What follows belongs to an exercise in optimizing a design on an open flow for small area; a production flow would make more cautious choices. Where RTL was checked, it was by simulation tests only, not by an equivalence proof against the original. Power and IR drop assume default switching activity.

==> try-fjord <==
// ELEVATOR_TOP
module ELEVATOR_TOP (
    input CLK,
    input RST_N,
    input BTN_OPEN,
    input BTN_CLOSE,
    input EMG_STOP,
    input UART_RXD,
    input BTN_TX_STOP,
    output UART_TXD,
    output [6:0] HEX0,
    output [6:0] HEX1,
    output [6:0] HEX2,
    output [6:0] HEX3,
    output [6:0] HEX4,
    output [6:0] HEX5,
    output [6:0] HEX6,
    output [6:0] HEX7,
    output MOTOR_UP,
    output MOTOR_DN,
    output DOOR_OPEN_DRV,
    output DOOR_CLOSE_DRV
);
==> flow/config.mk <==
export PLATFORM = sky130hd
export DESIGN_NAME = ELEVATOR_TOP
export DESIGN_NICKNAME = ELEVATOR_TOP
export VERILOG_FILES = /design/flow/design.v
export SDC_FILE = /design/flow/constraint.sdc
export NUM_CORES = 4
export LEC_CHECK = 0
export CAP_MARGIN = 20
export CORE_MARGIN = 2
export CORE_UTILIZATION = 40
export SLEW_MARGIN = 20
==> flow/constraint.sdc <==
create_clock -name core_clock -period 25.0 [get_ports {CLK}]
set_input_delay 5.0000 -clock core_clock [delete_from_list [all_inputs] [get_ports {CLK}]]
set_output_delay 5.0000 -clock core_clock [all_outputs]
set_load 0.01 [all_outputs]
standard.sh (not shown) runs the stock make flow with config.mk's settings and CLKGATE_MAP_FILE= SYNTH_SCRIPT=/design/flow/synth_recipe.tcl, a recipe that flattens the netlist after the stock synthesis.
==> flow/flow/run.sh <==
#!/bin/bash
# Own layout flow: the standard synthesis, then an area-oriented re-map of
# the combinational logic (registers untouched), then the standard layout
# with the port buffers made from the smallest buffer cell.
set -euo pipefail
HERE=$(pwd)
R=$HERE/orfs/results/$FLOW_PLATFORM/ELEVATOR_TOP/base
YOSYS=yosys
[[ -x $FLOW_HOME/../tools/install/yosys/bin/yosys ]] && YOSYS=$FLOW_HOME/../tools/install/yosys/bin/yosys

bash standard.sh synth > $HERE/log_1_standard_synth.log 2>&1

cp $R/1_2_yosys.v $HERE/1_2_yosys_standard.v
export REMAP_LIB=$FLOW_HOME/platforms/sky130hd/lib/sky130_fd_sc_hd__tt_025C_1v80.lib
export REMAP_DONT_USE="$(make -s -C $FLOW_HOME DESIGN_CONFIG=$HERE/config.mk WORK_HOME=$HERE/orfs print-DONT_USE_CELLS 2>/dev/null | tail -1 | sed 's/^DONT_USE_CELLS: //')"
export REMAP_IN=$HERE/1_2_yosys_standard.v
export REMAP_OUT=$HERE/1_2_yosys_remap.v
export REMAP_STAT=$HERE/remap_stat.txt
export REMAP_SCRIPT=$HERE/flow/remap.abc
$YOSYS -c $HERE/flow/remap.tcl > $HERE/log_2_remap.log 2>&1
cp $REMAP_OUT $R/1_2_yosys.v
touch $R/1_2_yosys.v

export BUFFER_PORTS_ARGS="-buffer_cell sky130_fd_sc_hd__buf_1"
bash standard.sh finish > $HERE/log_3_standard_layout.log 2>&1
==> flow/flow/remap.abc <==
strash
ifraig
scorr
dc2
strash
&get -n
&st
&dch -f
&nf -a -R 1000
&put
topo
==> flow/flow/remap.tcl <==
# Re-map the combinational logic of the standard synthesis netlist for area.
# Flip-flops and tie cells are kept as they are (same instances, names and
# cell types); only the gates between them are re-mapped by ABC.
yosys -import
set lib $::env(REMAP_LIB)
set dont_use {}
foreach c $::env(REMAP_DONT_USE) { lappend dont_use -dont_use $c }
read_liberty -ignore_miss_func $lib
read_verilog $::env(REMAP_IN)
hierarchy -top $::env(FLOW_TOP)
setattr -mod -set keep_hierarchy 1 sky130_fd_sc_hd__df* sky130_fd_sc_hd__edf* sky130_fd_sc_hd__sdf* sky130_fd_sc_hd__dl* sky130_fd_sc_hd__conb_1
flatten
opt_clean
select $::env(FLOW_TOP)
abc -liberty $lib {*}$dont_use -script $::env(REMAP_SCRIPT)
splitnets
opt_clean -purge
hilomap -singleton -hicell sky130_fd_sc_hd__conb_1 HI -locell sky130_fd_sc_hd__conb_1 LO
insbuf -buf sky130_fd_sc_hd__buf_1 A X
opt_clean -purge
tee -o $::env(REMAP_STAT) stat -liberty $lib
write_verilog -noattr -nohex -nodec -selected $::env(REMAP_OUT)
==> try-raven (differences from try-fjord) <==
--- a/flow/design.v
+++ b/flow/design.v
@@ -313,16 +313,25 @@
         input [31:0] x;
         integer k;
         begin
             highest = 5'd0;
             for (k = 0; k < 32; k = k + 1) if (x[k]) highest = k;
         end
     endfunction
-    wire [4:0] ca = lowest(A);
-    wire [4:0] cb = highest(B);
+    wire [15:0] a1v = A[31:16] | A[15:0];
+    wire [4:0] ca, cb;
+    wire [31:0] Br;
+    genvar gi;
+    generate for (gi = 0; gi < 32; gi = gi + 1) begin : rv
+        assign Br[gi] = B[31-gi];
+    end endgenerate
+    wire [4:0] cbr;
+    penc32 pa (.x(A), .idx(ca));
+    penc32 pb (.x(Br), .idx(cbr));
+    assign cb = ~cbr;
     wire at_up = hu[f];
     wire at_dn = hd[f];
     wire at_cc = cc[f];
     wire at_any = at_up | at_dn | at_cc;
     wire d_up = (dir == D_UP);
     wire d_dn = dir[1];
     wire d_st = dir[0];
@@ -438,14 +447,46 @@
             if (norm)
                 timer <= (nst != st) ? 13'd0 : timer + 13'd1;
             else if (res && (st == S_DO || st == S_DC))
                 timer <= 13'd0;
         end
     end
 endmodule
+module penc2 (input [1:0] x, output v, output idx);
+    assign v = x[0] | x[1];
+    assign idx = ~x[0];
+endmodule
+module penc32 (input [31:0] x, output [4:0] idx);
+    wire [15:0] v1; wire [15:0] i1;
+    genvar k;
+    generate for (k = 0; k < 16; k = k + 1) begin : l1
+        assign v1[k] = x[2*k] | x[2*k+1];
+        assign i1[k] = ~x[2*k];
+    end endgenerate
+    wire [7:0] v2; wire [15:0] i2;
+    generate for (k = 0; k < 8; k = k + 1) begin : l2
+        assign v2[k] = v1[2*k] | v1[2*k+1];
+        assign i2[2*k+1] = ~v1[2*k];
+        assign i2[2*k]   = v1[2*k] ? i1[2*k] : i1[2*k+1];
+    end endgenerate
+    wire [3:0] v3; wire [11:0] i3;
+    generate for (k = 0; k < 4; k = k + 1) begin : l3
+        assign v3[k] = v2[2*k] | v2[2*k+1];
+        assign i3[3*k+2] = ~v2[2*k];
+        assign i3[3*k+1 -: 2] = v2[2*k] ? i2[4*k+1 -: 2] : i2[4*k+3 -: 2];
+    end endgenerate
+    wire [1:0] v4; wire [7:0] i4;
+    generate for (k = 0; k < 2; k = k + 1) begin : l4
+        assign v4[k] = v3[2*k] | v3[2*k+1];
+        assign i4[4*k+3] = ~v3[2*k];
+        assign i4[4*k+2 -: 3] = v3[2*k] ? i3[6*k+2 -: 3] : i3[6*k+5 -: 3];
+    end endgenerate
+    assign idx[4] = ~v4[0];
+    assign idx[3:0] = v4[0] ? i4[3:0] : i4[7:4];
+endmodule
 module elevator_display_controller (
     input  [4:0] floor_idx,      
     input        up,
     input        dn,
     output [1:0] tens_o,
     output [3:0] ones_o,
     output [6:0] HEX7_O,
--- a/flow/flow/run.sh
+++ b/flow/flow/run.sh
@@ -10,16 +10,29 @@
 
 bash standard.sh synth > $HERE/log_1_standard_synth.log 2>&1
 
 cp $R/1_2_yosys.v $HERE/1_2_yosys_standard.v
 export REMAP_LIB=$FLOW_HOME/platforms/sky130hd/lib/sky130_fd_sc_hd__tt_025C_1v80.lib
 export REMAP_DONT_USE="$(make -s -C $FLOW_HOME DESIGN_CONFIG=$HERE/config.mk WORK_HOME=$HERE/orfs print-DONT_USE_CELLS 2>/dev/null | tail -1 | sed 's/^DONT_USE_CELLS: //')"
 export REMAP_IN=$HERE/1_2_yosys_standard.v
-export REMAP_OUT=$HERE/1_2_yosys_remap.v
-export REMAP_STAT=$HERE/remap_stat.txt
-export REMAP_SCRIPT=$HERE/flow/remap.abc
-$YOSYS -c $HERE/flow/remap.tcl > $HERE/log_2_remap.log 2>&1
-cp $REMAP_OUT $R/1_2_yosys.v
+# eight ABC runs (different deepsyn seeds), four at a time; keep the smallest netlist
+for s in 1 2 3 4 5 6 7 8; do
+  if (( s == 5 )); then wait; fi
+  ( REMAP_OUT=$HERE/1_2_yosys_remap_$s.v REMAP_STAT=$HERE/remap_stat_$s.txt REMAP_SCRIPT=$HERE/flow/remap_$s.abc \
+    $YOSYS -c $HERE/flow/remap.tcl > $HERE/log_2_remap_$s.log 2>&1 ) &
+done
+wait
+best=""; besta=""
+for s in 1 2 3 4 5 6 7 8; do
+  a=$(grep "Chip area for module" $HERE/remap_stat_$s.txt 2>/dev/null | tail -1 | awk '{print $NF}')
+  [[ -n "$a" && -s $HERE/1_2_yosys_remap_$s.v ]] || continue
+  if [[ -z "$best" ]] || awk -v a="$a" -v b="$besta" 'BEGIN{exit !(a<b)}'; then best=$s; besta=$a; fi
+done
+[[ -n "$best" ]]
+echo "remap: kept run $best, area $besta" > $HERE/remap_choice.txt
+cp $HERE/1_2_yosys_remap_$best.v $R/1_2_yosys.v
 touch $R/1_2_yosys.v
 
 export BUFFER_PORTS_ARGS="-buffer_cell sky130_fd_sc_hd__buf_1"
+# clock tree: small clock buffers, larger sink clusters, no dummy loads
+export CTS_ARGS="$(cat $HERE/flow/cts_args.txt)"
 bash standard.sh finish > $HERE/log_3_standard_layout.log 2>&1
==> flow/flow/cts_args.txt (new file) <==
-sink_clustering_enable -repair_clock_nets -dont_use_dummy_load -buf_list sky130_fd_sc_hd__clkbuf_8 -sink_clustering_size 16 -sink_clustering_max_diameter 80
==> flow/flow/remap_1.abc (new file) <==
strash
&get -n
&deepsyn -I 1 -J 10 -S 1
&put
strash
&get -n
&st
&dch -f
&nf -a -R 1000
&put
strash
&get -n
&st
&dch -f
&nf -a -R 1000
&put
strash
&get -n
&st
&dch -f
&nf -a -R 1000
&put
strash
&get -n
&st
&dch -f
&nf -a -R 1000
&put
strash
&get -n
&st
&dch -f
&nf -a -R 1000
&put
strash
&get -n
&st
&dch -f
&nf -a -R 1000
&put
strash
&get -n
&st
&dch -f
&nf -a -R 1000
&put
strash
&get -n
&st
&dch -f
&nf -a -R 1000
&put
topo
==> flow/flow/remap_2.abc (new file) <==
strash
&get -n
&deepsyn -I 1 -J 10 -S 2
&put
strash
&get -n
&st
&dch -f
&nf -a -R 1000
&put
strash
&get -n
&st
&dch -f
&nf -a -R 1000
&put
strash
&get -n
&st
&dch -f
&nf -a -R 1000
&put
strash
&get -n
&st
&dch -f
&nf -a -R 1000
&put
strash
&get -n
&st
&dch -f
&nf -a -R 1000
&put
strash
&get -n
&st
&dch -f
&nf -a -R 1000
&put
strash
&get -n
&st
&dch -f
&nf -a -R 1000
&put
strash
&get -n
&st
&dch -f
&nf -a -R 1000
&put
topo
==> flow/flow/remap_3.abc (new file) <==
strash
&get -n
&deepsyn -I 1 -J 10 -S 3
&put
strash
&get -n
&st
&dch -f
&nf -a -R 1000
&put
strash
&get -n
&st
&dch -f
&nf -a -R 1000
&put
strash
&get -n
&st
&dch -f
&nf -a -R 1000
&put
strash
&get -n
&st
&dch -f
&nf -a -R 1000
&put
strash
&get -n
&st
&dch -f
&nf -a -R 1000
&put
strash
&get -n
&st
&dch -f
&nf -a -R 1000
&put
strash
&get -n
&st
&dch -f
&nf -a -R 1000
&put
strash
&get -n
&st
&dch -f
&nf -a -R 1000
&put
topo
==> flow/flow/remap_4.abc (new file) <==
strash
&get -n
&deepsyn -I 1 -J 10 -S 4
&put
strash
&get -n
&st
&dch -f
&nf -a -R 1000
&put
strash
&get -n
&st
&dch -f
&nf -a -R 1000
&put
strash
&get -n
&st
&dch -f
&nf -a -R 1000
&put
strash
&get -n
&st
&dch -f
&nf -a -R 1000
&put
strash
&get -n
&st
&dch -f
&nf -a -R 1000
&put
strash
&get -n
&st
&dch -f
&nf -a -R 1000
&put
strash
&get -n
&st
&dch -f
&nf -a -R 1000
&put
strash
&get -n
&st
&dch -f
&nf -a -R 1000
&put
topo
==> flow/flow/remap_5.abc (new file) <==
strash
&get -n
&deepsyn -I 1 -J 10 -S 5
&put
strash
&get -n
&st
&dch -f
&nf -a -R 1000
&put
strash
&get -n
&st
&dch -f
&nf -a -R 1000
&put
strash
&get -n
&st
&dch -f
&nf -a -R 1000
&put
strash
&get -n
&st
&dch -f
&nf -a -R 1000
&put
strash
&get -n
&st
&dch -f
&nf -a -R 1000
&put
strash
&get -n
&st
&dch -f
&nf -a -R 1000
&put
strash
&get -n
&st
&dch -f
&nf -a -R 1000
&put
strash
&get -n
&st
&dch -f
&nf -a -R 1000
&put
topo
==> flow/flow/remap_6.abc (new file) <==
strash
&get -n
&deepsyn -I 1 -J 10 -S 6
&put
strash
&get -n
&st
&dch -f
&nf -a -R 1000
&put
strash
&get -n
&st
&dch -f
&nf -a -R 1000
&put
strash
&get -n
&st
&dch -f
&nf -a -R 1000
&put
strash
&get -n
&st
&dch -f
&nf -a -R 1000
&put
strash
&get -n
&st
&dch -f
&nf -a -R 1000
&put
strash
&get -n
&st
&dch -f
&nf -a -R 1000
&put
strash
&get -n
&st
&dch -f
&nf -a -R 1000
&put
strash
&get -n
&st
&dch -f
&nf -a -R 1000
&put
topo
==> flow/flow/remap_7.abc (new file) <==
strash
&get -n
&deepsyn -I 1 -J 10 -S 7
&put
strash
&get -n
&st
&dch -f
&nf -a -R 1000
&put
strash
&get -n
&st
&dch -f
&nf -a -R 1000
&put
strash
&get -n
&st
&dch -f
&nf -a -R 1000
&put
strash
&get -n
&st
&dch -f
&nf -a -R 1000
&put
strash
&get -n
&st
&dch -f
&nf -a -R 1000
&put
strash
&get -n
&st
&dch -f
&nf -a -R 1000
&put
strash
&get -n
&st
&dch -f
&nf -a -R 1000
&put
strash
&get -n
&st
&dch -f
&nf -a -R 1000
&put
topo
==> flow/flow/remap_8.abc (new file) <==
strash
&get -n
&deepsyn -I 1 -J 10 -S 8
&put
strash
&get -n
&st
&dch -f
&nf -a -R 1000
&put
strash
&get -n
&st
&dch -f
&nf -a -R 1000
&put
strash
&get -n
&st
&dch -f
&nf -a -R 1000
&put
strash
&get -n
&st
&dch -f
&nf -a -R 1000
&put
strash
&get -n
&st
&dch -f
&nf -a -R 1000
&put
strash
&get -n
&st
&dch -f
&nf -a -R 1000
&put
strash
&get -n
&st
&dch -f
&nf -a -R 1000
&put
strash
&get -n
&st
&dch -f
&nf -a -R 1000
&put
topo
Settings changed: CORE_UTILIZATION 40 to 60.
removed: flow/flow/remap.abc
==> impl_metrics.py <==
metrics = {
    "status": {
        "outcome": "finished clean",
    },
    "cells_and_area": {
        "drive_gt1_share_pct": 6.126,
        "fin_nets": 1556,
    },
    "grt": {
        "use_met2_pct": 38.21,
    },
    "power": {
        "leakagePower_nw": 5.553,
        "p_seq_share_pct": 46.5,
    },
    "sta": {
        "fmax_ghz": 0.09687,
    },
}
The numbers above come from try-fjord.

==> impl_metrics.py <==
metrics = {
    "status": {
        "outcome": "finished clean",
    },
    "sta": {
        "fmax_ghz": 0.1149,
    },
    "power": {
        "leakagePower_nw": 5.103,
        "p_seq_share_pct": 61.5,
    },
    "cells_and_area": {
        "fin_nets": 1393,
    },
}
The numbers above come from try-raven.

Function not checked in try-fjord: the RTL went through the layout flow alone.

## static timing again, ports no longer ideal
No port has a modelled driver above. Below, the same layouts with a new extraction and two added sets of constraints.
Step 1 (the two cells are an assumption about what drives the block):
set clk [get_ports {CLK}]
set_driving_cell -lib_cell sky130_fd_sc_hd__clkbuf_16 $clk
set_driving_cell -lib_cell sky130_fd_sc_hd__buf_2 [delete_from_list [all_inputs] $clk]
Step 2 also shifts input and output timing later by t, the mid clock arrival at the registers, as if the neighbouring blocks saw the same clock.
Three values: ideal, step 1, step 2; two values: the first two.
run | t (ns) | setup slack, ns | worst setup path at the end | worst register clock-pin slew, ns | worst slew at a driven data input, ns
try-fjord | 0.585 | 14.677 / 14.629 / 15.214 | register to output | 0.07 / 0.07 | 0.03
try-raven | 0.573 | 16.299 / 16.250 / 16.823 | register to output | 0.11 / 0.11 | 0.03
After both steps every run listed still meets setup and hold.
